From an optimization exercise on the open Yosys and OpenROAD flow, aimed at small area; shortcuts taken in it are not production practice. In this exercise RTL edits were held to simulation tests only and were not proved equivalent to the original. Power is estimated from default activity; no workload was simulated.

==> flow/design.v <==
module VGA(
	input CLOCK_50,
	input rst,
	input [11:0] TRI_P1X,
	input [11:0] TRI_P1Y,
	input [11:0] TRI_P2X,
	input [11:0] TRI_P2Y,
	input [11:0] TRI_P3X,
	input [11:0] TRI_P3Y,
	output [3:0] VGA_R,
	output [3:0] VGA_G,
	output [3:0] VGA_B,
	output [3:0] LEDG,
	output VGA_HS,
	output VGA_VS
);
function automatic [11:0] add12(input [11:0] x, input [11:0] y, input ci);
	integer i; reg c;
	begin
		c = ci;
		for (i = 0; i < 12; i = i + 1) begin
			add12[i] = x[i] ^ y[i] ^ c;
			c = (x[i] & y[i]) | (c & (x[i] ^ y[i]));
		end
	end
endfunction
function automatic [12:0] add13(input [12:0] x, input [12:0] y, input ci);
	integer i; reg c;
	begin
		c = ci;
		for (i = 0; i < 13; i = i + 1) begin
			add13[i] = x[i] ^ y[i] ^ c;
			c = (x[i] & y[i]) | (c & (x[i] ^ y[i]));
		end
	end
endfunction
function automatic ge11(input [10:0] x, input [10:0] yn);
	integer i; reg c;
	begin
		c = 1'b1;
		for (i = 0; i < 11; i = i + 1)
			c = (x[i] & yn[i]) | (x[i] & c) | (yn[i] & c);
		ge11 = c;
	end
endfunction
function automatic [10:0] inc11(input [10:0] x);
	integer i; reg c;
	begin
		c = 1'b1;
		for (i = 0; i < 11; i = i + 1) begin
			inc11[i] = x[i] ^ c;
			c = c & x[i];
		end
	end
endfunction
reg [10:0] hx;
reg [9:0]  vy;
wire h_end = (hx == 11'd1300);
wire v_end = (vy == 10'd490);
wire frame_end = h_end & v_end;
wire [10:0] vy1 = inc11({1'b0, vy});
always @(posedge CLOCK_50) begin
	if (rst) begin
		hx <= 11'h6e3;           
		vy <= 10'h3dd;           
	end else if (h_end) begin
		hx <= 11'h6e3;
		vy <= v_end ? 10'h3dd : vy1[9:0];
	end else
		hx <= inc11(hx);
end
assign LEDG = 4'b1111;
assign VGA_HS = ~((hx > 11'd1300) & (hx < 11'd1953));
assign VGA_VS = ~((vy > 10'd490) & (vy < 10'd991));
wire visible = (hx != 11'd0) & (hx < 11'd1220) & (vy != 10'd0) & (vy < 10'd480);
wire [9:0] C0, C1, C2, C3, C4, C5;
wire win  = (hx[10:8] == 3'b111);           
wire [2:0] job  = hx[7:5];
wire [4:0] step = hx[4:0];
wire busy = win & (job[1:0] != 2'd0) & (step < 5'd23);
wire rot  = win & (((step == 5'd31) & (job[1:0] != 2'd3)) |
                   ((step == 5'd10) & (job[1:0] != 2'd0)));
wire ld  = rst | frame_end;
wire [9:0] mld = {10{ld}};
wire [9:0] mrt = {10{~ld & rot}};
wire [9:0] mhd = {10{~ld & ~rot}};
reg [9:0] C0n, C1n, C2n, C3n, C4n, C5n;
always @(posedge CLOCK_50) begin
	C0n <= ~((mld & TRI_P1Y[9:0]) | (mrt & C1) | (mhd & C0));
	C1n <= ~((mld & TRI_P2X[9:0]) | (mrt & C2) | (mhd & C1));
	C2n <= ~((mld & TRI_P2Y[9:0]) | (mrt & C3) | (mhd & C2));
	C3n <= ~((mld & TRI_P3X[9:0]) | (mrt & C4) | (mhd & C3));
	C4n <= ~((mld & TRI_P3Y[9:0]) | (mrt & C5) | (mhd & C4));
	C5n <= ~((mld & TRI_P1X[9:0]) | (mrt & C0) | (mhd & C5));
end
assign C0 = ~C0n; assign C1 = ~C1n; assign C2 = ~C2n;
assign C3 = ~C3n; assign C4 = ~C4n; assign C5 = ~C5n;
wire [11:0] df_w = add12({2'b0, C2}, ~{2'b0, C0}, 1'b1);
wire [10:0] df = df_w[10:0];        
wire nap  = df[10];                 
wire negA = ~nap;                   
reg [22:12] Zh;
reg [11:0]  Zl;
wire [22:0] Z = {Zh, Zl};
reg s;
wire mul = (step < 5'd11);
wire yk  = vy[step[3:0]] & ~step[3] | vy[{2'b10, step[1:0]}] & step[3] & ~step[1];
wire bk  = C3[step[3:0]] & ~step[3] | C3[{2'b10, step[1:0]}] & step[3] & ~step[1];
wire [11:0] U = Z[22:11];
wire sub = ~(U[11] ^ nap);                
wire inv = mul ? bk : sub;                
wire en  = ~mul | (yk ^ bk);
wire [11:0] A = (step == 5'd0) ? 12'd0 : U;
wire [11:0] S = add12(A, ({df[10], df} ^ {12{inv}}) & {12{en}}, inv & en);
wire q = ~S[11];
wire qs = S[11] ^ negA;                   
wire first = (step == 5'd11);
always @(posedge CLOCK_50) begin
	if (mul)
		Zh <= {S[11], S[11:2]};
	else
		Zh <= S[10:0];
	Zl <= ({12{busy & mul}} & {S[1:0], Z[10:1]}) | ({12{busy & ~mul}} & {Z[10:0], qs}) |
	      ({12{~busy}} & Zl);
	if (first & busy)
		s <= Z[22];
end
wire [11:0] Fs = Z[11:0];
wire o = Fs[11] ^ nap ^ s;
wire [12:0] Tsum = add13({3'd0, C1}, {Fs[11], Fs}, 1'b1);    
wire lo = o ? ~(s ^ negA) : Tsum[12];     
wire hi = o ? (s ^ negA) : Tsum[11];      
wire [10:0] Tc = {11{~lo}} & ({11{hi}} | Tsum[10:0]);
wire wr = win & (step == 5'd23);
reg [10:0] T1, T2;       
reg inv1, inv2;
always @(posedge CLOCK_50) begin
	if (wr & (job == 3'd1)) begin T1 <= ~Tc; inv1 <= negA; end
	if (wr & (job == 3'd2)) begin T2 <= ~Tc; inv2 <= negA; end
end
wire [10:0] T0 = ~Tc;
wire inv0 = negA;
wire sin0 = ge11(hx, T0) ^ inv0;
wire sin1 = ge11(hx, T1) ^ inv1;
wire sin2 = ge11(hx, T2) ^ inv2;
wire intri = (sin0 == sin1) & (sin1 == sin2);
assign VGA_R = {4{visible}};
assign VGA_G = {4{visible & ~intri}};
assign VGA_B = {4{visible & ~intri}};
endmodule
Settings: LEC_CHECK=0, CAP_MARGIN=20, CORE_MARGIN=2, CORE_UTILIZATION=40, SLEW_MARGIN=20; clock period 20.0 ns.
standard.sh (not shown) runs the stock make flow with config.mk's settings and CLKGATE_MAP_FILE= SYNTH_SCRIPT=/design/flow/synth_recipe.tcl, a recipe that flattens the netlist after the stock synthesis.
==> flow/flow/run.sh <==
#!/bin/bash
# The standard layout (standard.sh) with three changes:
#  - synthesis maps logic with an area-oriented ABC script (flow/synth.tcl,
#    flow/abc_area.script); registers are mapped exactly as in standard synthesis
#  - port buffers use the smallest buffer cell (buf_1) instead of clkdlybuf4s50_1
#  - clock tree built from clkbuf_8 cells, without dummy loads
set -euo pipefail
here=$(pwd)
export BUFFER_PORTS_ARGS="-buffer_cell sky130_fd_sc_hd__buf_1"
export CTS_ARGS="-sink_clustering_enable -repair_clock_nets -dont_use_dummy_load -sink_clustering_size 30 -sink_clustering_max_diameter 80 -buf_list {sky130_fd_sc_hd__clkbuf_4 sky130_fd_sc_hd__clkbuf_8}"
export FLOW_ABC_SCRIPT="$here/flow/abc_area.script"
sed "s#SYNTH_SCRIPT=[^ ]*#SYNTH_SCRIPT=$here/flow/synth.tcl#" standard.sh > standard_area.sh
grep -q "SYNTH_SCRIPT=$here/flow/synth.tcl" standard_area.sh
bash standard_area.sh > standard.log 2>&1
==> flow/flow/abc_area.script <==
strash
balance
rewrite
refactor
balance
rewrite
rewrite -z
balance
refactor -z
rewrite -z
balance
dch
map -a
topo
==> flow/flow/synth.tcl <==
# The standard flow's synth_recipe.tcl (ORFS synthesis, -nofsm -noshare, flattened, function
# nets renamed), with one change: ABC maps the combinational logic with an
# area-oriented script (flow/abc_area.script) instead of ORFS's delay-oriented
# one.  Flip-flops are mapped by dfflibmap before ABC and are not touched.
proc synth {args} { yosys synth -nofsm -noshare {*}$args }
proc abc {args} {
  set i [lsearch -exact $args -script]
  if { $i >= 0 } { lset args [expr {$i + 1}] $::env(FLOW_ABC_SCRIPT) }
  set j [lsearch -exact $args -D]
  if { $j >= 0 } { set args [lreplace $args $j [expr {$j + 1}]] }
  yosys abc {*}$args
}
source $::env(SCRIPTS_DIR)/synth.tcl
# left out here: clear keep_hierarchy, flatten, clean up, hide names made inside functions, write 1_2_yosys.v
Change:
--- a/flow/design.v
+++ b/flow/design.v
@@ -110,30 +110,32 @@
 wire sub = ~(U[11] ^ nap);                
 wire inv = mul ? bk : sub;                
 wire en  = ~mul | (yk ^ bk);
 wire [11:0] A = (step == 5'd0) ? 12'd0 : U;
 wire [11:0] S = add12(A, ({df[10], df} ^ {12{inv}}) & {12{en}}, inv & en);
 wire q = ~S[11];
-wire qs = S[11] ^ negA;                   
 wire first = (step == 5'd11);
 always @(posedge CLOCK_50) begin
 	if (mul)
 		Zh <= {S[11], S[11:2]};
 	else
 		Zh <= S[10:0];
-	Zl <= ({12{busy & mul}} & {S[1:0], Z[10:1]}) | ({12{busy & ~mul}} & {Z[10:0], qs}) |
-	      ({12{~busy}} & Zl);
+	if (busy) begin
+		if (mul)
+			Zl <= {S[1:0], Z[10:1]};
+		else
+			Zl <= {Z[10:0], q};
+	end
 	if (first & busy)
 		s <= Z[22];
 end
-wire [11:0] Fs = Z[11:0];
-wire o = Fs[11] ^ nap ^ s;
-wire [12:0] Tsum = add13({3'd0, C1}, {Fs[11], Fs}, 1'b1);    
-wire lo = o ? ~(s ^ negA) : Tsum[12];     
-wire hi = o ? (s ^ negA) : Tsum[11];      
-wire [10:0] Tc = {11{~lo}} & ({11{hi}} | Tsum[10:0]);
+wire [11:0] F = Z[11:0];
+wire o = F[11] ^ s;
+wire [12:0] Tsum = add13({3'd0, C1}, {F[11], F} ^ {13{~negA}}, 1'b1);    
+wire [10:0] Tc = o ? {11{s ^ negA}} :
+                 Tsum[12] ? 11'd0 : (Tsum[11] ? 11'd2047 : Tsum[10:0]);
 wire wr = win & (step == 5'd23);
 reg [10:0] T1, T2;       
 reg inv1, inv2;
 always @(posedge CLOCK_50) begin
 	if (wr & (job == 3'd1)) begin T1 <= ~Tc; inv1 <= negA; end
 	if (wr & (job == 3'd2)) begin T2 <= ~Tc; inv2 <= negA; end
After rerunning:
- worst setup slack loses 4.0 ns
- clock power is about the same
- die area rose by 3.4%
- worst hold slack gains 0.026 ns
- power fell by 5.9%
- synthesized cell count rose by 3.8%
- sequential share of layout area rose by 0.49 points
- clock skew rose by 0.011 ns
- utilization rose by 0.51 points
- routed wire length rose by 0.68%
- via count fell by 1.2%
- cell count rose by 2.6%
- sequential power fell by about 4%
- non-clock buffer count does not change

[what the ideal ports hide]
The results above use ideal ports. As a check the final layouts listed here were re-extracted and re-timed, cells and wires unchanged. Step 1 assumes that a clkbuf_16 drives the clock port and a buf_2 every other input. Step 2 adds t to the input delays and takes it off the output delays; t is the mean of the earliest and latest rising clock arrival at the registers after step 1. Input paths then give back, and output paths get back, about the clock's delay inside the block. Slacks: ideal ports / drivers / drivers and shift; pairs: ideal ports / drivers.
run | shift t [ns] | setup slack, ns | worst setup path after step 2
the first run | 0.466 | 7.986 / 7.953 / 8.419 | register to output
the second run | 0.464 | 3.960 / 3.922 / 4.385 | register to output
After both steps setup and hold are still met in every run listed.
